Background: an optimization exercise with open tools, aiming at a short achievable clock period and few clock cycles. Do not read the settings as production practice.
Only simulation tests tie the RTL to the original design; equivalence was not proved.
The clock port is modelled as an ideal driver; clocking choices that lean on that would not hold on a real chip.
Power and IR drop assume default switching activity.

==> design/flow/design.v <==
module adder32(in1, in2, out);
input [31:0] in1, in2;
output [31:0] out;
assign out = (in1 + in2);
endmodule
module mux2#(parameter WIDTH = 8)
            (d0, d1, s, y);
	input [WIDTH-1:0] d0, d1;
	input s;
	output [WIDTH-1:0] y;
	assign y = s ? d1 : d0; 
endmodule
module pc(rst, clk, newPc, pc);
input rst, clk;
input [31:0] newPc;
output reg [31:0] pc;
always @(negedge rst or posedge clk)
begin
if (!rst)
	pc <= 0;
else
	pc <= newPc;
end
endmodule
module pcAdd(pc, pcPlus4);
input [31:0] pc;
output [31:0] pcPlus4;
assign pcPlus4=pc+4;
endmodule
module shiftLeft2#(parameter IN_WIDTH = 8, parameter OUT_WIDTH = 8)
            (in, out);
	input [IN_WIDTH-1:0] in;
	output [OUT_WIDTH-1:0] out;
	assign out = in << 2;
endmodule
module signExtend(imm, signImm);
input [15:0] imm;
output [31:0] signImm;
assign signImm={{16{imm[15]}}, imm[15:0]};
endmodule
module alu(srcA, srcB, aluControl, shamt, aluResult, zero);
input [31:0] srcA, srcB;
input [3:0] aluControl;
input [4:0] shamt;
output reg [31:0] aluResult;
output zero;
always @(*)
begin
	case(aluControl)
		4'b0000 : aluResult=srcA&srcB;
		4'b0001 : aluResult=srcA|srcB;
		4'b0010 : aluResult=srcA+srcB;
		4'b0110 : aluResult=srcA-srcB;
		4'b0111 : aluResult=srcA<srcB?1:0;
		4'b1010 : aluResult=srcB<<shamt;
		4'b1100 : aluResult=~(srcA|srcB);
		default : aluResult=0;
	endcase
end
assign zero=aluResult==0?1:0;
endmodule
module controlUnit(opcode, funct, regDst, aluSrc, memToReg, regWrite, memRead, memWrite, branch, jump, aluControl);
input [5:0] opcode, funct;
output regDst, aluSrc, memToReg, regWrite, memRead, memWrite, branch, jump;
output [3:0] aluControl;
wire [1:0] aluOp;
mainDecoder md(opcode, regDst, aluSrc, memToReg, regWrite, memRead, memWrite, branch, jump, aluOp);
aluDecoder ad(funct, aluOp, aluControl);
endmodule
module mainDecoder(opcode, regDst, aluSrc, memToReg, regWrite, memRead, memWrite, branch, jump, aluOp);
input [5:0] opcode;
output regDst, aluSrc, memToReg, regWrite, memRead, memWrite, branch, jump;
output [1:0] aluOp;
reg [9:0] controls;
assign {regDst, aluSrc, memToReg, regWrite, memRead, memWrite, branch, jump, aluOp} = controls;
always @(*)
begin
	case(opcode)
		6'b000000: controls <= 10'b1001000010;  
		6'b100011: controls <= 10'b0111100000;  
		6'b101011: controls <= 10'b0100010000;  
		6'b000100: controls <= 10'b0000001001;  
		6'b001000, 
		6'b001001: controls <= 10'b0101000000;  
		6'b001101: controls <= 10'b0101000000;  
		6'b000010: controls <= 10'b0000000100;  
		default:   controls <= 10'bxxxxxxxxxx;  
    endcase
end
endmodule
module aluDecoder(funct, aluOp, aluControl);
input [5:0] funct;
input [1:0] aluOp;
output reg [3:0] aluControl;
always @(*)
begin
	case(aluOp)
		2'b00: aluControl <= 4'b0010;   
		2'b01: aluControl <= 4'b0110;   
		default:	case(funct)           
			6'b100000,
			6'b100001: aluControl <= 4'b0010;  
			6'b100010,
			6'b100011: aluControl <= 4'b0110;  
			6'b100100: aluControl <= 4'b0000;  
			6'b100101: aluControl <= 4'b0001;  
			6'b101010: aluControl <= 4'b0111;  
			6'b000000: aluControl <= 4'b1010;  
			default:   aluControl <= 4'bxxxx;  
        endcase
    endcase
end
endmodule
module registerFile(clk, regWrite, readReg1, readReg2, writeReg, writeData, readData1, readData2);
	input clk, regWrite;
	input [4:0] readReg1, readReg2, writeReg;
	input [31:0] writeData;
	output [31:0] readData1, readData2;
	reg [31:0] rf [31:0];
	always @(posedge clk) begin
    if (regWrite) rf[writeReg] <= writeData;
	end
	assign readData1 = (readReg1 != 0) ? rf[readReg1] : 0;
	assign readData2 = (readReg2 != 0) ? rf[readReg2] : 0;
endmodule
module mipsSystem(rst, clk, imem_addr, imem_rdata, dmem_we, dmem_addr, dmem_wdata, dmem_rdata, wb_en, wb_reg, wb_data);
input rst, clk;
output [31:0] imem_addr;
input [31:0] imem_rdata;
output dmem_we;
output [31:0] dmem_addr, dmem_wdata;
input [31:0] dmem_rdata;
output wb_en;
output [4:0] wb_reg;
output [31:0] wb_data;
reg [31:0] pc;
reg [31:0] pc_o;          
reg [31:0] rf [1:31];
reg        d_valid;
reg [31:0] d_ir, d_pc4;
reg [31:2] d_pc;
reg [31:1] d_sa, d_sb;
reg        d_fe_a, d_fm_a, d_fw_a, d_fe_b, d_fm_b, d_fw_b;
reg        d_pred;        
reg [3:0]  bt_v;
reg [31:2] bt_tag [0:3];
reg [31:2] bt_tgt [0:3];
reg [1:0]  bt_ptr;
reg [3:0]  lp_v, lp_pt;
reg [31:2] lp_tag [0:3];
reg [31:2] lp_tgt [0:3];
reg [3:0]  lp_cnt [0:3];
reg [3:0]  lp_trip [0:3];
reg [1:0]  lp_ptr;
reg        d_lp;          
reg        e_valid, e_wr, e_load, e_store, e_br, e_ld;
reg        e_sdl;         
reg [4:0]  e_dst;
reg [31:0] e_a;           
reg [31:0] e_b;           
reg [31:0] e_sd;          
reg [31:0] e_target;
reg [4:0]  e_shamt;
reg        e_op_add, e_op_sub, e_op_and, e_op_or, e_op_slt, e_op_sll, e_zop;
reg        m_valid, m_wr, m_load, m_rep;
reg [4:0]  m_dst;
reg [31:0] m_res;
reg        o_we;
reg [31:0] o_addr, o_wdata;
reg        r_en;
reg [4:0]  r_dst;
reg [31:0] r_data;
reg        w_en;
reg [31:1] w_we;          
reg [4:0]  w_dst;
reg [31:0] w_data;
wire [31:0] pc4 = pc + 32'd4;
wire [31:0] ir = imem_rdata;
wire        f_j = (ir[31:26] == 6'b000010);
wire [31:0] f_jtarget = {pc4[31:28], ir[25:0], 2'b00};
wire [4:0]  f_rs = ir[25:21];
wire [4:0]  f_rt = ir[20:16];
wire [31:0] f_sa = 32'd1 << f_rs;
wire [31:0] f_sb = 32'd1 << f_rt;
wire [5:0] d_op = d_ir[31:26];
wire [4:0] d_rs = d_ir[25:21];
wire [4:0] d_rt = d_ir[20:16];
wire [4:0] d_rd = d_ir[15:11];
wire [5:0] d_fn = d_ir[5:0];
wire [31:0] d_sext = {{16{d_ir[15]}}, d_ir[15:0]};
wire d_rtype = (d_op == 6'b000000);
wire d_lw    = (d_op == 6'b100011);
wire d_sw    = (d_op == 6'b101011);
wire d_beq   = (d_op == 6'b000100);
wire d_jmp   = (d_op == 6'b000010);
wire d_addi  = (d_op == 6'b001000) | (d_op == 6'b001001) | (d_op == 6'b001101);
wire d_wr    = d_rtype | d_lw | d_addi;
wire [4:0] d_dst = d_rtype ? d_rd : d_rt;
wire d_sll   = d_rtype & (d_fn == 6'b000000);
wire [31:0] alu_res;
wire        e_zero, e_eq;
wire        e_zok = e_valid & e_zop;
wire d_bsame = d_beq & (d_rs == d_rt);                                     
wire d_fast  = d_beq & (d_rt == 5'd0) & d_fe_a & e_zok;                    
wire d_bcond = d_beq & ~d_bsame & ~d_fast;
wire [31:0] d_target = d_pc4 + {d_sext[29:0], 2'b00};
wire d_use_rs = ~d_jmp & ~d_sll & ~d_bsame;
wire d_use_rt = d_rtype | d_bcond;
wire stall = d_valid & e_ld & ((d_use_rs & d_fe_a) | (d_use_rt & d_fe_b));
genvar gi;
wire [31:0] m_val = m_load ? dmem_rdata : m_res;
reg  [31:0] d_ra, d_rb;
integer ri, lj;
always @(*) begin
	d_ra = 32'd0;
	d_rb = 32'd0;
	for (ri = 1; ri < 32; ri = ri + 1) begin
		d_ra = d_ra | ({32{d_sa[ri]}} & rf[ri]);
		d_rb = d_rb | ({32{d_sb[ri]}} & rf[ri]);
	end
end
wire [31:0] d_a_f = ({32{d_fe_a}} & alu_res) | ({32{d_fm_a}} & m_val) | ({32{d_fw_a}} & w_data) | d_ra;
wire [31:0] d_b_f = ({32{d_fe_b}} & alu_res) | ({32{d_fm_b}} & m_val) | ({32{d_fw_b}} & w_data) | d_rb;
wire f_fe_a = d_valid & d_wr & (d_dst == f_rs) & (f_rs != 5'd0);
wire f_fe_b = d_valid & d_wr & (d_dst == f_rt) & (f_rt != 5'd0);
wire f_fm_a = e_valid & e_wr & (e_dst == f_rs) & (f_rs != 5'd0);
wire f_fm_b = e_valid & e_wr & (e_dst == f_rt) & (f_rt != 5'd0);
wire f_fw_a = m_valid & m_wr & (m_dst == f_rs) & (f_rs != 5'd0);
wire f_fw_b = m_valid & m_wr & (m_dst == f_rt) & (f_rt != 5'd0);
wire [31:0] d_sa_h = 32'd1 << d_rs;
wire [31:0] d_sb_h = 32'd1 << d_rt;
ealu alu0(.a(e_a), .b(e_b), .sd(e_sd),
          .op_add(e_op_add), .op_sub(e_op_sub), .op_and(e_op_and), .op_or(e_op_or),
          .op_slt(e_op_slt), .op_sll(e_op_sll), .shamt(e_shamt),
          .res(alu_res), .zero(e_zero), .eq(e_eq));
wire e_redirect = e_valid & e_br & e_eq;
wire d_mispred = d_pred & ~d_bsame;
wire d_lpfix = d_lp & ~(d_fast & e_zero);
wire d_redirect = d_valid & ~stall & ((d_bsame & ~d_pred) | d_mispred | d_lpfix | (d_fast & e_zero & ~d_lp));
wire [31:0] d_rtarget = (d_mispred | d_lp) ? d_pc4 : d_target;
wire [3:0] lp_hit, lp_m;
genvar li;
generate
	for (li = 0; li < 4; li = li + 1) begin : lpt
		assign lp_hit[li] = lp_v[li] & lp_pt[li] & (lp_tag[li] == pc[31:2]);
		assign lp_m[li]   = lp_v[li] & (lp_tag[li] == d_pc);
	end
endgenerate
wire        f_lph = |lp_hit;
wire [31:2] f_lptgt = ({30{lp_hit[0]}} & lp_tgt[0]) | ({30{lp_hit[1]}} & lp_tgt[1]) |
                      ({30{lp_hit[2]}} & lp_tgt[2]) | ({30{lp_hit[3]}} & lp_tgt[3]);
wire        lp_upd = d_valid & d_fast & ~e_redirect;
wire        lp_new = lp_upd & ~|lp_m;
wire d_install = d_valid & d_bsame & ~d_pred & ~e_redirect;
wire [3:0] bt_hit;
genvar bi;
generate
	for (bi = 0; bi < 4; bi = bi + 1) begin : btb
		assign bt_hit[bi] = bt_v[bi] & (bt_tag[bi] == pc[31:2]);
	end
endgenerate
wire        f_hit = |bt_hit;
wire [31:2] f_htgt = ({30{bt_hit[0]}} & bt_tgt[0]) | ({30{bt_hit[1]}} & bt_tgt[1]) |
                     ({30{bt_hit[2]}} & bt_tgt[2]) | ({30{bt_hit[3]}} & bt_tgt[3]);
wire [31:0] pc_next = e_redirect ? e_target :
                      d_redirect ? d_rtarget :
                      stall      ? pc :
                      f_j        ? f_jtarget :
                      f_hit      ? {f_htgt, 2'b00} :
                      f_lph      ? {f_lptgt, 2'b00} : pc4;
wire hold = stall & ~e_redirect & ~d_redirect;
wire [31:0] pc_adv = e_redirect ? e_target :
                     d_redirect ? d_rtarget :
                     f_j        ? f_jtarget :
                     f_hit      ? {f_htgt, 2'b00} :
                     f_lph      ? {f_lptgt, 2'b00} : pc4;
assign imem_addr = pc_o;
assign dmem_we    = o_we;
assign dmem_addr  = o_addr;
assign dmem_wdata = o_wdata;
wire [31:0] m_dec = 32'd1 << m_dst;
generate
	for (gi = 1; gi < 32; gi = gi + 1) begin : rfw
		always @(posedge clk) if (w_we[gi]) rf[gi] <= w_data;
	end
endgenerate
wire m_rep_now = m_valid & m_wr & ~m_rep;
wire e_rep_now = ~m_rep_now & e_valid & e_wr & ~e_load;
assign wb_en   = r_en;
assign wb_reg  = r_dst;
assign wb_data = r_data;
wire e_take = d_valid & ~e_redirect & ~stall;
always @(posedge clk or negedge rst) begin
	if (!rst) begin
		pc      <= 32'd0;
		d_valid <= 1'b0;
		e_valid <= 1'b0;
		m_valid <= 1'b0;
		w_en    <= 1'b0;
		bt_v    <= 4'd0;
		bt_ptr  <= 2'd0;
		lp_v    <= 4'd0;
		lp_ptr  <= 2'd0;
	end else begin
		if (lp_new) begin
			lp_v[lp_ptr] <= 1'b1;
			lp_ptr       <= lp_ptr + 2'd1;
		end
		if (d_install) begin
			bt_v[bt_ptr] <= 1'b1;
			bt_ptr       <= bt_ptr + 2'd1;
		end
		pc      <= pc_next;
		if (e_redirect | d_redirect) d_valid <= 1'b0;
		else if (!stall) d_valid <= 1'b1;
		e_valid <= e_take & (d_wr | d_sw | d_bcond);
		m_valid <= e_valid;
		w_en    <= m_valid & m_wr;
	end
end
always @(posedge clk) begin
	pc_o <= !rst ? 32'd0 : hold ? pc : pc_adv;
	o_we <= e_valid & e_store;
	r_en <= m_rep_now | e_rep_now;
	if (!stall) begin
		d_ir    <= ir;
		d_pc4   <= pc4;
		d_pc    <= pc[31:2];
		d_pred  <= f_hit & ~f_j;
		d_lp    <= f_lph & ~f_hit & ~f_j;
	end
	if (!stall) begin
		d_fe_a <= f_fe_a;
		d_fm_a <= f_fm_a & ~f_fe_a;
		d_fw_a <= f_fw_a & ~f_fm_a & ~f_fe_a;
		d_sa   <= (f_fe_a | f_fm_a | f_fw_a) ? 31'd0 : f_sa[31:1];
		d_fe_b <= f_fe_b;
		d_fm_b <= f_fm_b & ~f_fe_b;
		d_fw_b <= f_fw_b & ~f_fm_b & ~f_fe_b;
		d_sb   <= (f_fe_b | f_fm_b | f_fw_b) ? 31'd0 : f_sb[31:1];
	end else begin
		d_fe_a <= 1'b0;
		d_fm_a <= d_fe_a;
		d_fw_a <= d_fm_a;
		d_sa   <= (d_fe_a | d_fm_a) ? 31'd0 : d_sa_h[31:1];
		d_fe_b <= 1'b0;
		d_fm_b <= d_fe_b;
		d_fw_b <= d_fm_b;
		d_sb   <= (d_fe_b | d_fm_b) ? 31'd0 : d_sb_h[31:1];
	end
	if (lp_new) begin
		lp_tag[lp_ptr]  <= d_pc;
		lp_tgt[lp_ptr]  <= d_target[31:2];
		lp_cnt[lp_ptr]  <= e_zero ? 4'd0 : 4'd1;
		lp_trip[lp_ptr] <= e_zero ? 4'd1 : 4'd0;
		lp_pt[lp_ptr]   <= e_zero;
	end
	for (lj = 0; lj < 4; lj = lj + 1) begin
		if (lp_upd & lp_m[lj]) begin
			if (e_zero) begin
				lp_trip[lj] <= (lp_cnt[lj] == 4'd15) ? 4'd0 : lp_cnt[lj] + 4'd1;
				lp_cnt[lj]  <= 4'd0;
				lp_pt[lj]   <= (lp_cnt[lj] == 4'd0);
			end else begin
				lp_cnt[lj]  <= (lp_cnt[lj] == 4'd15) ? 4'd15 : lp_cnt[lj] + 4'd1;
				lp_pt[lj]   <= (lp_trip[lj] != 4'd0) & (lp_cnt[lj] + 4'd2 == lp_trip[lj]);
			end
		end
	end
	if (d_install) begin
		bt_tag[bt_ptr] <= d_pc;
		bt_tgt[bt_ptr] <= d_target[31:2];
	end
	e_wr      <= d_wr;
	e_load    <= d_lw;
	e_ld      <= e_take & d_lw & (d_rt != 5'd0);
	e_sdl     <= d_fe_b & e_load;
	e_store   <= d_sw;
	e_br      <= d_bcond;
	e_dst     <= d_dst;
	e_a       <= d_a_f;
	e_b       <= d_rtype ? d_b_f : d_sext;
	e_sd      <= d_b_f;
	e_target  <= d_target;
	e_shamt   <= d_ir[10:6];
	e_op_add  <= ~d_rtype | (d_fn == 6'b100000) | (d_fn == 6'b100001);
	e_op_sub  <= d_rtype & ((d_fn == 6'b100010) | (d_fn == 6'b100011));
	e_op_and  <= d_rtype & (d_fn == 6'b100100);
	e_op_or   <= d_rtype & (d_fn == 6'b100101);
	e_op_slt  <= d_rtype & (d_fn == 6'b101010);
	e_op_sll  <= d_sll;
	e_zop     <= (d_rtype & ((d_fn == 6'b100000) | (d_fn == 6'b100001) | (d_fn == 6'b100010) |
	                         (d_fn == 6'b100011) | (d_fn == 6'b100100) | (d_fn == 6'b100101)) |
	              d_addi) & (d_dst != 5'd0);
	m_wr    <= e_wr;
	m_load  <= e_load;
	m_dst   <= e_dst;
	if (e_valid & e_wr) m_res <= alu_res;
	m_rep   <= e_rep_now;
	o_addr  <= alu_res;
	o_wdata <= e_sdl ? dmem_rdata : e_sd;
	r_dst   <= m_rep_now ? m_dst : e_dst;
	r_data  <= m_rep_now ? m_val : alu_res;
	w_dst  <= m_dst;
	w_we   <= {31{m_valid & m_wr}} & m_dec[31:1];
	w_data <= m_val;
end
endmodule
module ealu(a, b, sd, op_add, op_sub, op_and, op_or, op_slt, op_sll, shamt, res, zero, eq);
input  [31:0] a, b, sd;    
input         op_add, op_sub, op_and, op_or, op_slt, op_sll;
input  [4:0]  shamt;
output [31:0] res;
output        zero;      
output        eq;        
wire [31:0] add = a + b;
wire [32:0] sub = {1'b0, a} - {1'b0, b};
wire [31:0] other = ({32{op_and}} & (a & b))
                  | ({32{op_or}}  & (a | b))
                  | ({32{op_sll}} & (b << shamt));
assign res = ({32{op_add}} & add) | ({32{op_sub}} & sub[31:0]) |
             {other[31:1], other[0] | (op_slt & sub[32])};
wire zadd = &(~(a ^ b ^ {a[30:0] | b[30:0], 1'b0}));
assign zero = op_add ? zadd : op_sub ? (a == b) : op_and ? ~|(a & b) : ~|(a | b);
assign eq = (a == sd);
endmodule
==> design/flow/flow/run.sh <==
#!/bin/bash
# Standard ORFS layout with these changes to how it is made (the SDC is unchanged):
#  - synthesis is the standard flow's, but ABC maps with flow/abc.script (a delay-driven
#    mapping), and no full/half adder cells are extracted (ADDER_MAP_FILE empty);
#  - timing repair aimed at a setup margin well above the 11 ns clock, so that
#    repair keeps improving paths that already meet it;
#  - repair may resize cells to other footprints (MATCH_CELL_FOOTPRINT 0);
#  - before CTS, flow/pre_cts.tcl puts output registers next to their pins;
#  - after CTS, flow/post_cts.tcl strengthens the output port buffers and runs
#    more repair, and flow/post_grt.tcl repairs again after global routing.
set -euo pipefail
MARGIN=${MARGIN:-7.5}
export MY_ABC_SCRIPT=$PWD/flow/abc.script
bash standard.sh ADDER_MAP_FILE= SETUP_SLACK_MARGIN=$MARGIN MATCH_CELL_FOOTPRINT=0 \
  SYNTH_SCRIPT=$PWD/flow/synth.tcl PRE_CTS_TCL=$PWD/flow/pre_cts.tcl POST_CTS_TCL=$PWD/flow/post_cts.tcl POST_GLOBAL_ROUTE_TCL=$PWD/flow/post_grt.tcl finish > flow_make.log 2>&1
==> design/flow/flow/abc.script <==
strash
dch -f
map -D 1200
topo
buffer -c
upsize -c
dnsize -c
==> design/flow/flow/post_cts.tcl <==
# Run after ORFS's own CTS-stage repair (POST_CTS_TCL hook). Constraints are
# the design's; the output delays are relaxed only while one repair pass runs
# (so that it works on the register-to-register paths), and put back before
# anything is written. Output port buffers are moved next to the registers that
# drive them, and each such register and buffer pair gets the sizes that time
# best (and is then left alone by repair).
estimate_parasitics -placement
set blk [ord::get_db_block]
set out_pairs {}
foreach bterm [$blk getBTerms] {
  if {[$bterm getIoType] != "OUTPUT"} continue
  set buf ""
  foreach it [[$bterm getNet] getITerms] { if {[$it isOutputSignal]} { set buf [$it getInst] } }
  if {$buf == ""} continue
  set in_net ""
  foreach it [$buf getITerms] { if {[$it isInputSignal]} { set in_net [$it getNet] } }
  if {$in_net == ""} continue
  set ff ""
  foreach it [$in_net getITerms] { if {[$it isOutputSignal]} { set ff [$it getInst] } }
  if {$ff == ""} continue
  set loc [$ff getLocation]
  $buf setLocation [lindex $loc 0] [lindex $loc 1]
  lappend out_pairs [list [$bterm getName] [$ff getName] [$buf getName]]
}
detailed_placement
estimate_parasitics -placement

# Size each output's register and buffer together: the pair with the best
# slack at the port.
foreach pr $out_pairs {
  lassign $pr port ffn bufn
  set base [get_property [get_lib_cells -of_objects [get_cells $ffn]] name]
  regsub {_[0-9]+$} $base {} fam
  set best_s -1e9; set best {}
  foreach fsz {1 2 4} {
    if {![llength [get_lib_cells -quiet */${fam}_$fsz]]} continue
    replace_cell $ffn ${fam}_$fsz
    foreach bsz {4 6 8 12} {
      replace_cell $bufn sky130_fd_sc_hd__buf_$bsz
      set sl [get_property [get_ports $port] slack_max]
      if {$sl > $best_s} { set best_s $sl; set best [list ${fam}_$fsz sky130_fd_sc_hd__buf_$bsz] }
    }
  }
  replace_cell $ffn [lindex $best 0]
  replace_cell $bufn [lindex $best 1]
  set_dont_touch [get_cells $ffn]
  set_dont_touch [get_cells $bufn]
}
detailed_placement
estimate_parasitics -placement
set outs [all_outputs]
set_output_delay 0.5 -clock core_clock $outs
repair_timing -setup -setup_margin 7.9 -repair_tns 100

set_output_delay 2.2 -clock core_clock $outs
repair_timing -setup -setup_margin 7.6 -repair_tns 100
detailed_placement
check_placement -verbose
estimate_parasitics -placement
puts "post_cts: worst setup slack [worst_slack -max]"
==> design/flow/flow/post_grt.tcl <==
# Run after ORFS's global routing and its repair (POST_GLOBAL_ROUTE_TCL hook):
# one more repair pass with global-route parasitics, output delays relaxed only
# while it runs, then the modified nets are routed again and the guides rewritten.
estimate_parasitics -global_routing

set outs [all_outputs]
set_output_delay 0.5 -clock core_clock $outs
repair_timing -setup -setup_margin 7.9 -repair_tns 100
set_output_delay 2.2 -clock core_clock $outs
repair_timing -setup -hold -setup_margin 7.6 -repair_tns 100
global_route -start_incremental
detailed_placement
global_route -end_incremental
estimate_parasitics -global_routing
puts "post_grt: worst setup slack [worst_slack -max]"
write_guides $::env(RESULTS_DIR)/route.guide
==> design/flow/flow/pre_cts.tcl <==
# Before CTS: each output port's register and buffer (but imem_addr's) go next
# to the pin.
set blk [ord::get_db_block]
set core [$blk getCoreArea]
set cx0 [$core xMin]; set cy0 [$core yMin]; set cx1 [$core xMax]; set cy1 [$core yMax]
foreach bterm [$blk getBTerms] {
  if {[$bterm getIoType] != "OUTPUT"} continue
  # imem_addr's registers stay where placement put them: their inputs are
  # the critical next-pc logic
  if {[string match "imem_addr*" [$bterm getName]]} continue
  set buf ""
  foreach it [[$bterm getNet] getITerms] { if {[$it isOutputSignal]} { set buf [$it getInst] } }
  if {$buf == ""} continue
  set in_net ""
  foreach it [$buf getITerms] { if {[$it isInputSignal]} { set in_net [$it getNet] } }
  if {$in_net == ""} continue
  set ff ""
  foreach it [$in_net getITerms] { if {[$it isOutputSignal]} { set ff [$it getInst] } }
  if {$ff == ""} continue
  set bb [$bterm getBBox]
  set x [expr {([$bb xMin] + [$bb xMax]) / 2}]
  set y [expr {([$bb yMin] + [$bb yMax]) / 2}]
  set x [expr {max($cx0, min($cx1 - 20000, $x))}]
  set y [expr {max($cy0, min($cy1 - 5440, $y))}]
  $ff setLocation $x $y
  $buf setLocation $x $y
}
detailed_placement
==> design/flow/flow/synth.tcl <==
# The standard flow's synthesis script (synth_recipe.tcl), with ABC's mapping script
# replaced by the one named in MY_ABC_SCRIPT; registers are unchanged.
proc synth {args} { yosys synth -nofsm -noshare {*}$args }
proc abc {args} {
  set i [lsearch -exact $args -script]
  if {$i >= 0 && [info exists ::env(MY_ABC_SCRIPT)]} { lset args [expr {$i + 1}] $::env(MY_ABC_SCRIPT) }
  yosys abc {*}$args
}
source $::env(SCRIPTS_DIR)/synth.tcl
# left out here: clear keep_hierarchy, flatten, clean up, hide names made inside functions, write 1_2_yosys.v
==> design/flow/standard.sh <==
#!/bin/bash
# synth_recipe.tcl (not shown) runs the flow's synth.tcl, then flattens the netlist and writes it again
# the make line also repeats each setting of config.mk as NAME=value (left out here)
make -C /OpenROAD-flow-scripts/flow DESIGN_CONFIG=/design/flow/config.mk WORK_HOME=/design/flow/orfs CLKGATE_MAP_FILE= SYNTH_SCRIPT=/design/flow/synth_recipe.tcl "${@:-finish}"
==> design/flow/config.mk <==
export PLATFORM = sky130hd
export DESIGN_NAME = mipsSystem
export DESIGN_NICKNAME = mipsSystem
export VERILOG_FILES = /design/flow/design.v
export SDC_FILE = /design/flow/constraint.sdc
export NUM_CORES = 8
export LEC_CHECK = 0
export CAP_MARGIN = 20
export CORE_MARGIN = 2
export CORE_UTILIZATION = 40
export CTS_CLUSTER_DIAMETER = 80
export CTS_CLUSTER_SIZE = 25
export PLACE_DENSITY = 0.6
export SLEW_MARGIN = 20
==> design/flow/constraint.sdc <==
create_clock -name core_clock -period 11.0 [get_ports {clk}]
set_input_delay 2.2000 -clock core_clock [delete_from_list [all_inputs] [get_ports {clk}]]
set_output_delay 2.2000 -clock core_clock [all_outputs]
set_load 0.01 [all_outputs]
==> out/metrics.yaml, run 1 <==
outcome:
  status: "aborted with a tool error"
  failing_step: "5_1_grt"
  stop_error: "[ERROR RSZ-3006] Failed to insert buffer before loads for net _00181_"
yosys:
  ys.flop_type: "edfxtp_1"
  yosys.cell_types.count: 96
  synth.net_count: 9400
  ys_seq_area_share_pct: 59.8
  syn_area_um2: 98400
  ys_seq_elements: 2108
  synth_edf_count: 1636
  yosys.area_share.xor_xnor_pct: 1.76
  yosysWarnings: 2
  synth-compound-area-share_pct: 17.0
  yosys.area_share.simple_pct: 15.9
  synth_top_family_by_area: "compound AO/OA/AOI/OAI gates"
  synth_fa_ha_area_share_pct: 0
  async_flop_share_pct: 2.23
  synthCells: 9334
  muxShareOfSynthArea_pct: 0.396
  avgSynthCellArea_um2: 10.5
place:
  place_hpwl_um: 346000
  dp_slack_ns: 5.25
  place_area_um2: 105000
  port_buffers: 200
  gp_congestion: 1.05
die:
  start_util_pct: 40.1
  die_h_um: 500
  io_pins: 201
  fp-row-count: 182
  dieWidth_um: 500
global_route:
  grt_max_degree: 72
clock_network:
  clock_sinks: 2108
[worst max-delay path by stage]
| stage | startpoint | end | slack (ns) | depth (start not counted) |
|---|---|---|---|---|
| 2_1_floorplan | d_ir[19]$_DFFE_PN_ | bt_tag[0][0]$_DFFE_PP_ | 6.50 | 11 |
| 3_3_place_gp | dmem_rdata[20] | e_a[20]$_DFF_P_ | 5.25 | 7 |
| 3_5_place_dp | dmem_rdata[20] | e_a[20]$_DFF_P_ | 5.25 | 7 |
[power groups by stage]
stage	logic (uW)	registers (uW)	clock network, uW
after detailed placement	4670	9650	0
after global placement	4690	9650	0
after floorplan	2130	9570	0
[metrics by stage]
step           total power (uW)  utilization, %  hold WS [ns]  std cells
3_3_place_gp              14300            42.8         0.336      12595
2_1_floorplan             11700               -         0.331       9334
3_5_place_dp              14300            42.8         0.339      12599
[cell families after synthesis]
group / Yosys count
mux: 36
flops: 2108
simple gates: 3365
compound gates: 2378
xor+xnor: 198
buf+inv: 1249
[Yosys cell counts (24+ instances only)]
master / n / area (um^2)
nand4_1: 525 / 3280
o211ai_1: 62 / 465
nor4_1: 85 / 532
a21boi_0: 26 / 195
dfxtp_1: 425 / 8510
dfrtp_1: 47 / 1180
o22ai_1: 102 / 638
a22o_1: 31 / 272
clkbuf_1: 266 / 998
a21oi_1: 262 / 1310
nor3_1: 133 / 666
nand2_1: 1444 / 5420
nand3_1: 325 / 1630
buf_4: 33 / 248
xor2_1: 94 / 823
and2_1: 42 / 263
o2111a_1: 26 / 293
a221oi_1: 100 / 876
o2111ai_1: 104 / 911
inv_2: 37 / 139
nor2_1: 657 / 2470
a211oi_1: 24 / 180
o21ai_1: 47 / 235
a31oi_1: 41 / 257
a22oi_1: 972 / 7300
o221ai_1: 40 / 350
o21ai_0: 378 / 1890
buf_1: 50 / 188
buf_2: 68 / 340
edfxtp_1: 1636 / 49100
xnor2_1: 104 / 911
inv_1: 757 / 2840
Testbench counts, summed over its fixed seeds: cycles 139,596.
==> run 2, diff against run 1 <==
--- a/design/flow/flow/post_cts.tcl
+++ b/design/flow/flow/post_cts.tcl
@@ -4,8 +4,9 @@
 # anything is written. Output port buffers are moved next to the registers that
 # drive them, and each such register and buffer pair gets the sizes that time
-# best (and is then left alone by repair).
+# best (and is left alone by the repair passes here).
 estimate_parasitics -placement
 set blk [ord::get_db_block]
 set out_pairs {}
+set sized {}
 foreach bterm [$blk getBTerms] {
   if {[$bterm getIoType] != "OUTPUT"} continue
@@ -44,9 +45,9 @@
   replace_cell $ffn [lindex $best 0]
   replace_cell $bufn [lindex $best 1]
-  set_dont_touch [get_cells $ffn]
-  set_dont_touch [get_cells $bufn]
+  lappend sized $ffn $bufn
 }
 detailed_placement
 estimate_parasitics -placement
+set_dont_touch [get_cells $sized]
 set outs [all_outputs]
 set_output_delay 0.5 -clock core_clock $outs
@@ -55,4 +56,5 @@
 set_output_delay 2.2 -clock core_clock $outs
 repair_timing -setup -setup_margin 7.6 -repair_tns 100
+unset_dont_touch [get_cells $sized]
 detailed_placement
 check_placement -verbose
==> out/metrics.yaml, run 2 <==
power_and_ir_drop:
  p_switching_uw: 7490
  p_int_uw: 13100
  p_per_area_nw_per_um2: 175
  irDropWorstVdd_mv: 0.144
  design_power_total_uw: 20600
  power_frac_seq_pct: 46.2
  p_comb_share_pct: 28.0
  p_sw_share_pct: 36.4
  p_clk_share_pct: 25.8
  power_leakage_uw: 0.0419
setup_path:
  path_buf_inv: 1
  regToRegSetupSlack_ns: 7.64
  cp_max_fo: 1
  path_class: "flip-flop to primary output"
  worstSetupEndpointType: "primary output"
  path_cells: "buf_8"
  arrival_ns: 1.38
  crit_family: "flip-flops"
  start_kind: "flip-flop"
  worst_path_max_delay_cell: "dfxtp_2"
  required_ns: 8.80
  critPathMaxStageDelay_ns: 0.35
yosys:
  ys.flop_type: "edfxtp_1"
  synth.net_count: 9400
  yosysTopAreaCell: "edfxtp_1"
  ys_seq_area_share_pct: 59.8
  yosys.area_share.xor_xnor_pct: 1.76
  synthTopCellsByCount: "edfxtp_1 (1636), nand2_1 (1444), a22oi_1 (972)"
  synth_edf_count: 1636
  async_flop_share_pct: 2.23
  synth.area.top_cells: "edfxtp_1 (50%), dfxtp_1 (8.7%), a22oi_1 (7.4%), nand2_1 (5.5%), nand4_1 (3.3%)"
  syn_area_um2: 98400
  synth-compound-area-share_pct: 17.0
  synth_fa_ha_area_share_pct: 0
  ys_seq_elements: 2108
  avgSynthCellArea_um2: 10.5
  yosys.area_share.simple_pct: 15.9
  muxShareOfSynthArea_pct: 0.396
  synth_top_family_by_area: "compound AO/OA/AOI/OAI gates"
  yosys.cell_types.count: 96
  synth.top_cell.area_share_pct: 49.9
  yosysMostFrequentCell: "edfxtp_1"
  yosysWarnings: 2
  synthCells: 9334
global_route:
  grtUsageTotal_pct: 41.9
  grt_max_degree: 72
  grt_pass1_wl_um: 722000
  grt_pass1_vias: 85313
  antenna_found_initial: 62
  grt_overflow: 0
sta:
  worst_slew_pin_slew_ns: 1.21
  setup_viol: 0
  fin_tns_setup_ns: 0
  finalHoldViolCount: 0
  fmax_ghz: 0.280
  fin_crit_sh_pct: 32.5
  skew_ns: 0.0906
  fin_crit_ns: 3.58
  maxSlewViolCount: 0
  slew_headroom_pct: 19.2
place:
  place_area_um2: 105000
  port_buffers: 200
  gp_congestion: 1.05
  place_hpwl_um: 346000
outcome:
  status: "timing/DRC/antenna clean"
final_layout:
  final_util_pct: 47.8
  largest_reg_flops: 992
  top_register: "rf"
  multi_input_area_um2: 37800
  seqCellArea_um2: 59300
  design_area_um2: 117000
  layout-drive-gt1-share_pct: 20.2
  nFillCells: 22233
  final_cell_mix: "edfxtp_1 (1636), nand2_1 (1365), a22oi_1 (955)"
  area_growth_pct: 19.3
  nNetsFinal: 9927
  final_common_cell: "edfxtp_1"
min_path:
  hp-class: "flip-flop to flip-flop"
route:
  drt-wirelength-per-cell_um: 41.3
  initialDrtViolationCount: 19398
  postRouteAntennaNets: 0
  via_per_inst: 7.05
  drt-total-wl_um: 546000
  dr.pass1.iters: 10
  wl_met3_um: 85000
  top_layer: "met5"
  drt-met1-wl_um: 186000
  route.met2.wl_um: 218000
  drc: 0
  vias: 93202
flow_run:
  maxCapViolations: 0
die:
  die_area_um2: 250000
  io_pins: 201
  fp-row-count: 182
  dieWidth_um: 500
  core_area_um2: 245000
  die_h_um: 500
  start_util_pct: 40.1
clock_network:
  clk_pin_slew_ns: 0.10
  clock_sinks: 2108
  clk_latency_ns: 0.89
  cts_tree: "yes"
==> run 2: metrics by stage <==
| step | std cells | hold WS [ns] | setup WS [ns] |
|---|---|---|---|
| 2_1_floorplan | 9334 | 0.331 | 6.50 |
| 6_report | 13226 | 0.362 | 7.42 |
| 3_3_place_gp | 12595 | 0.336 | 5.25 |
| 3_5_place_dp | 12599 | 0.339 | 5.25 |
==> run 2: cell type report <==
cell class                 instances  area share, %
antenna                           43         0.0917
clock inverter                    64          0.780
timing repair buffer             831           7.29
clock buffer                     157           2.74
multi-input combinational       5984           32.2
timing repair inverter             8          0.115
sequential                      2108           50.5
inverter                         811           2.80
tap                             3220           3.43
==> run 2: power groups by stage <==
stage / registers (uW) / logic, uW / clock network (uW)
2_1_floorplan: 9570 / 2130 / 0
3_3_place_gp: 9650 / 4690 / 0
3_5_place_dp: 9650 / 4670 / 0
6_report: 9510 / 5750 / 5310
==> run 2: cells by family after synthesis <==
| group | count (synthesis) |
|---|---|
| xor gates and xnor gates | 198 |
| AOI/OAI and AO/OA | 2378 |
| muxes | 36 |
| and+or+nand+nor | 3365 |
| DFF | 2108 |
| buffers and inverters | 1249 |
==> run 2: worst paths after layout <==
check,depth (start not counted),end,from
max,1,imem_addr[20],pc_o[20]$_SDFF_PN0_
min in group asynchronous,2,pc[7]$_DFFE_PN0N_,rst
min,0,m_wr$_DFF_P_,e_wr$_DFF_P_
max in group asynchronous,2,lp_v[0]$_DFFE_PN0P_,rst
min reg2reg,0,m_wr$_DFF_P_,e_wr$_DFF_P_
max reg2reg,12,e_a[28]$_DFF_P_,e_a[14]$_DFF_P_
==> run 2: metal layers <==
metal | global-route usage, % | up-vias
met3 | 15.2 | 2476
met4 | 33.2 | 37
met2 | 58.5 | 9414
li1 | - | 36078
met1 | 52.1 | 45197
met5 | 1.04 | -
==> run 3, diff against run 2 <==
--- a/design/flow/flow/pre_cts.tcl
+++ b/design/flow/flow/pre_cts.tcl
@@ -1,4 +1,3 @@
-# Before CTS: each output port's register and buffer (but imem_addr's) go next
-# to the pin.
+# Before CTS: each output port's register and buffer go next to the pin.
 set blk [ord::get_db_block]
 set core [$blk getCoreArea]
@@ -6,7 +5,4 @@
 foreach bterm [$blk getBTerms] {
   if {[$bterm getIoType] != "OUTPUT"} continue
-  # imem_addr's registers stay where placement put them: their inputs are
-  # the critical next-pc logic
-  if {[string match "imem_addr*" [$bterm getName]]} continue
   set buf ""
   foreach it [[$bterm getNet] getITerms] { if {[$it isOutputSignal]} { set buf [$it getInst] } }
==> out/metrics.yaml, run 3 <==
die:
  die_area_um2: 250000
  start_util_pct: 40.1
  dieWidth_um: 500
  fp-row-count: 182
  io_pins: 201
  core_area_um2: 245000
  die_h_um: 500
yosys:
  synthTopCellsByCount: "edfxtp_1 (1636), nand2_1 (1444), a22oi_1 (972)"
  synthCells: 9334
  synth.top_cell.area_share_pct: 49.9
  yosysMostFrequentCell: "edfxtp_1"
  synth_edf_count: 1636
  yosysWarnings: 2
  yosysTopAreaCell: "edfxtp_1"
  ys_seq_elements: 2108
  ys.flop_type: "edfxtp_1"
  async_flop_share_pct: 2.23
  synth.net_count: 9400
  yosys.cell_types.count: 96
  syn_area_um2: 98400
  ys_seq_area_share_pct: 59.8
  synth.area.top_cells: "edfxtp_1 (50%), dfxtp_1 (8.7%), a22oi_1 (7.4%), nand2_1 (5.5%), nand4_1 (3.3%)"
  avgSynthCellArea_um2: 10.5
final_layout:
  final_cell_mix: "edfxtp_1 (1636), nand2_1 (1323), a22oi_1 (942)"
  nNetsFinal: 10095
  layout-drive-gt1-share_pct: 23.2
  design_area_um2: 120000
  largest_reg_flops: 992
  area_growth_pct: 22.2
  top_register: "rf"
  final_common_cell: "edfxtp_1"
  final_util_pct: 49.0
setup_path:
  crit_family: "simple AND/OR/NAND/NOR gates"
  worst_path_most_repeated_cell: "buf_6"
  critPathMaxStageDelay_ns: 0.56
  path_buf_inv: 4
  path_cells: "buf_6 -> or4_4 -> nor2_4 -> buf_12 -> buf_8 -> buf_6 -> a21oi_2 -> nand3_2 -> o2111ai_4 -> a311oi_4"
  path_class: "input pin to flip-flop"
  arrival_ns: 4.22
  worst_path_max_delay_cell: "or4_4"
  worstSetupEndpointType: "flip-flop"
  required_ns: 11.65
  start_kind: "input pin"
  cp_max_fo: 6
sta:
  setup_ws_ns: 7.43
  setup_viol: 0
  fin_crit_sh_pct: 32.4
  finalHoldViolCount: 0
  maxSlewViolCount: 0
  worst_slew_pin_slew_ns: 1.27
  fin_tns_setup_ns: 0
  fin_crit_ns: 3.57
  skew_ns: 0.0955
  slew_headroom_pct: 15.5
  fmax_ghz: 0.280
route:
  vias: 93595
  drt-wirelength-per-cell_um: 41.0
  drc: 0
  dr.pass1.iters: 17
  initialDrtViolationCount: 19479
  drt-total-wl_um: 548000
  postRouteAntennaNets: 0
  via_per_inst: 6.99
place:
  dp_slack_ns: 5.25
  gp_congestion: 1.05
  place_area_um2: 105000
  place_hpwl_um: 346000
  port_buffers: 200
clock_network:
  clk_latency_ns: 0.89
  clk_pin_slew_ns: 0.10
  clock_sinks: 2108
  cts_tree: "yes"
global_route:
  grt_overflow: 0
  grt_pass1_wl_um: 725000
  grt_max_degree: 72
  grtUsageTotal_pct: 42.1
  antenna_found_initial: 63
  grt_pass1_vias: 85679
flow_run:
  maxCapViolations: 0
power_and_ir_drop:
  p_per_area_nw_per_um2: 173
  design_power_total_uw: 20800
  irDropWorstVdd_mv: 0.151
  power_leakage_uw: 0.0431
min_path:
  hp-class: "flip-flop to flip-flop"
outcome:
  status: "timing/DRC/antenna clean"
==> run 3: cell counts after synthesis <==
Identical to the previous run, type by type.
==> run 3: cell type report <==
cell class | count | area (um^2)
clock inverters | 59 | 838
repair buffers | 1007 | 10300
well taps | 3220 | 4030
diodes | 42 | 105
repair inverters | 4 | 47.5
inverters | 811 | 3360
fillers | 22003 | 125000
multi-input cells | 5981 | 38900
flip-flops and latches | 2108 | 59300
clock buffers | 160 | 3250
==> run 3: path summary, 6_finish.rpt <==
check	start	endpoint	slack, ns	cells after the start
max reg2reg	pc[2]$_DFFE_PN0N_	pc_o[15]$_SDFF_PN0_	7.48	20
min	e_wr$_DFF_P_	m_wr$_DFF_P_	0.35	0
min reg2reg	e_wr$_DFF_P_	m_wr$_DFF_P_	0.35	0
max in group asynchronous	rst	pc[30]$_DFFE_PN0N_	8.57	2
min in group asynchronous	rst	pc[7]$_DFFE_PN0N_	1.72	2
max	imem_rdata[28]	pc_o[15]$_SDFF_PN0_	7.43	10
==> run 3: report_power, final <==
group	internal, uW	switching (uW)	total, uW
sequential	9150	368	9520
combinational	1840	4210	6050
clock	2260	3010	5280
total	13300	7590	20800
==> run 3: logic make-up (layout without fill, tap and decap cells) <==
logic type	after synthesis	after routing	synth area share [%]
DFF	2108	2108	59.8
other	0	42	0
muxes	36	36	0.396
and+or+nand+nor	3365	3369	15.9
AOI/OAI and AO/OA	2378	2378	17.0
buffers and inverters	1249	2041	5.15
xor gates and xnor gates	198	198	1.76
==> run 3: layer usage <==
metal / track usage [%] / part of all wire, %
met1: 51.9 / 34
met2: 58.6 / 40
met3: 15.6 / 15
met4: 33.9 / 10
met5: 0.945 / 0.084
==> run 3: metrics by stage <==
step                      hold WS [ns]  cells
after detailed placement         0.339  12599
after global placement           0.336  12595
final                            0.355  13392
after floorplan                  0.331   9334

-- static timing again, ports no longer ideal --
How much do the figures lean on ideal ports? The routed layouts below were timed once more, with nothing changed but the port constraints.
Step 1 sets driving cells, clkbuf_16 on the clock port and buf_2 on the other inputs (assumed; they add their load-dependent delay and slew).
Step 2 adds t to the input delays and takes it off the output delays; t is the mean of the earliest and latest rising clock arrival at the registers after step 1. Input paths then give back, and output paths get back, about the clock's delay inside the block.
Three values: no drivers, after step 1, after step 2; two values: the first two.
| run | shift t [ns] | slack for setup (ns) | worst register clock-pin slew, ns |
|---|---|---|---|
| run 2 | 0.954 | 7.424 / 7.328 / 6.810 | 0.11 / 0.11 |
| run 3 | 0.941 | 7.434 / 7.360 / 6.556 | 0.11 / 0.11 |
After both steps setup and hold are still met in every run listed. The setup slack of run 3, which loses most, moves by -0.074 ns with the drivers and by -0.878 ns with both steps.
